From an optimization exercise on the open Yosys and OpenROAD flow, aimed at small area; shortcuts taken in it are not production practice. At most, simulation tests tie the RTL to the original design; equivalence was not proved. Power and IR drop assume default switching activity.

Design DFT, start of the top module:
module DFT( output [31:0] real_value,
            output [31:0] imag_value,
            input [7:0] in,
            input clk, rst );
function [25:0] radd;
  input [25:0] a, b;
  input ci;
  integer i;
  reg c;
  begin
    c = ci;
    for (i = 0; i < 26; i = i + 1) begin
      radd[i] = a[i] ^ b[i] ^ c;
      c = (a[i] & b[i]) | (a[i] & c) | (b[i] & c);
    end
  end
endfunction
function [8:0] radd9;
  input [8:0] a, b;
  input ci;
  integer i;
  reg c;
  begin
    c = ci;
    for (i = 0; i < 9; i = i + 1) begin
      radd9[i] = a[i] ^ b[i] ^ c;
      c = (a[i] & b[i]) | (a[i] & c) | (b[i] & c);
    end
  end
endfunction
function [22:0] tab;
  input [2:0] c;
  input [2:0] d;
  begin
    case (c)
      3'd1: case (d) 3'd1: tab = 23'd1048576; 3'd2: tab = 23'd2097152; 3'd3: tab = 23'd3145728; 3'd4: tab = 23'd4194304; default: tab = 23'd0; endcase
      3'd2: case (d) 3'd1: tab = 23'd968758; 3'd2: tab = 23'd1937516; 3'd3: tab = 23'd2906274; 3'd4: tab = 23'd3875032; default: tab = 23'd0; endcase
      3'd3: case (d) 3'd1: tab = 23'd741456; 3'd2: tab = 23'd1482912; 3'd3: tab = 23'd2224368; 3'd4: tab = 23'd2965824; default: tab = 23'd0; endcase
      3'd4: case (d) 3'd1: tab = 23'd741455; 3'd2: tab = 23'd1482910; 3'd3: tab = 23'd2224365; 3'd4: tab = 23'd2965820; default: tab = 23'd0; endcase
      3'd5: case (d) 3'd1: tab = 23'd401272; 3'd2: tab = 23'd802544; 3'd3: tab = 23'd1203816; 3'd4: tab = 23'd1605088; default: tab = 23'd0; endcase
      3'd6: case (d) 3'd1: tab = 23'd401273; 3'd2: tab = 23'd802546; 3'd3: tab = 23'd1203819; 3'd4: tab = 23'd1605092; default: tab = 23'd0; endcase
      default: tab = 23'd0;
    endcase
  end
endfunction
reg [7:0] lo [0:7];    
reg [7:0] hi [0:7];    
reg [4:0] j;           
reg [3:0] k;           
  ...
Settings: LEC_CHECK=0, ABC_AREA=1, CAP_MARGIN=20, CORE_MARGIN=2, CORE_UTILIZATION=60, CTS_CLUSTER_DIAMETER=80, CTS_CLUSTER_SIZE=24, SLEW_MARGIN=20; clock period 12.0 ns.
standard.sh (not shown) runs the stock make flow with config.mk's settings and CLKGATE_MAP_FILE= SYNTH_SCRIPT=/design/flow/synth_recipe.tcl, a recipe that flattens the netlist after the stock synthesis.
==> flow/flow/run.sh <==
#!/bin/bash
# The standard layout, with the port buffers made from the smallest buffer cell.
set -euo pipefail
export BUFFER_PORTS_ARGS="-buffer_cell sky130_fd_sc_hd__buf_1"
bash standard.sh > standard.log 2>&1
Next try:
--- a/flow/design.v
+++ b/flow/design.v
@@ -1,24 +1,58 @@
 module DFT( output [31:0] real_value,
             output [31:0] imag_value,
             input [7:0] in,
             input clk, rst );
+function [22:0] raddl;
+  input [21:0] a, b;
+  input ci;
+  integer i;
+  reg c;
+  begin
+    c = ci;
+    for (i = 0; i < 22; i = i + 1) begin
+      raddl[i] = a[i] ^ b[i] ^ c;
+      c = (a[i] & b[i]) | (a[i] & c) | (b[i] & c);
+    end
+    raddl[22] = c;
+  end
+endfunction
+function [3:0] raddh0;
+  input [3:0] a, b;
+  integer i;
+  reg c;
+  begin
+    c = 1'b0;
+    for (i = 0; i < 4; i = i + 1) begin
+      raddh0[i] = a[i] ^ b[i] ^ c;
+      c = (a[i] & b[i]) | (a[i] & c) | (b[i] & c);
+    end
+  end
+endfunction
+function [3:0] raddh1;
+  input [3:0] a, b;
+  integer i;
+  reg c;
+  begin
+    c = 1'b1;
+    for (i = 0; i < 4; i = i + 1) begin
+      raddh1[i] = a[i] ^ b[i] ^ c;
+      c = (a[i] & b[i]) | (a[i] & c) | (b[i] & c);
+    end
+  end
+endfunction
 function [25:0] radd;
   input [25:0] a, b;
   input ci;
-  integer i;
-  reg c;
-  begin
-    c = ci;
-    for (i = 0; i < 26; i = i + 1) begin
-      radd[i] = a[i] ^ b[i] ^ c;
-      c = (a[i] & b[i]) | (a[i] & c) | (b[i] & c);
-    end
+  reg [22:0] l;
+  begin
+    l = raddl(a[21:0], b[21:0], ci);
+    radd = {l[22] ? raddh1(a[25:22], b[25:22]) : raddh0(a[25:22], b[25:22]), l[21:0]};
   end
 endfunction
 function [8:0] radd9;
   input [8:0] a, b;
   input ci;
   integer i;
   reg c;
   begin
     c = ci;
=>
- The new run ran to the end with no violations
- worst hold slack is about the same
- worst setup slack gains 90 ps
- total power drops by 1.5%
- sequential share of layout area came out higher by 1.3 points
- first-iteration DRC count is lower by 6.8%
- critical path depth went down by 4
- via count came out lower by 2.2%
- non-clock buffer count is lower by 11
Only the layout flow was run in the first run of this note; the RTL was not checked for function there.

separate check: timing with driven ports:
Ports are ideal in the flow. The routed layouts listed here were re-timed in OpenROAD. Step 1 assumes that a clkbuf_16 drives the clock port and a buf_2 every other input. Step 2 also shifts input and output timing later by t, the mid clock arrival at the registers, as if the neighbouring blocks saw the same clock. Slacks: ideal / step 1 / step 2; pairs: ideal / step 1.
| run | shift t [ns] | slack for setup (ns) | hold slack, ns | worst data-port slew with drivers (ns) |
|---|---|---|---|---|
| the first run | 0.522 | 0.502 / 0.502 / 0.502 | 0.320 / 0.320 / 0.320 | 0.04 |
| the second run | 0.514 | 0.592 / 0.592 / 0.592 | 0.322 / 0.322 / 0.322 | 0.03 |
After both steps every run listed still meets setup and hold.
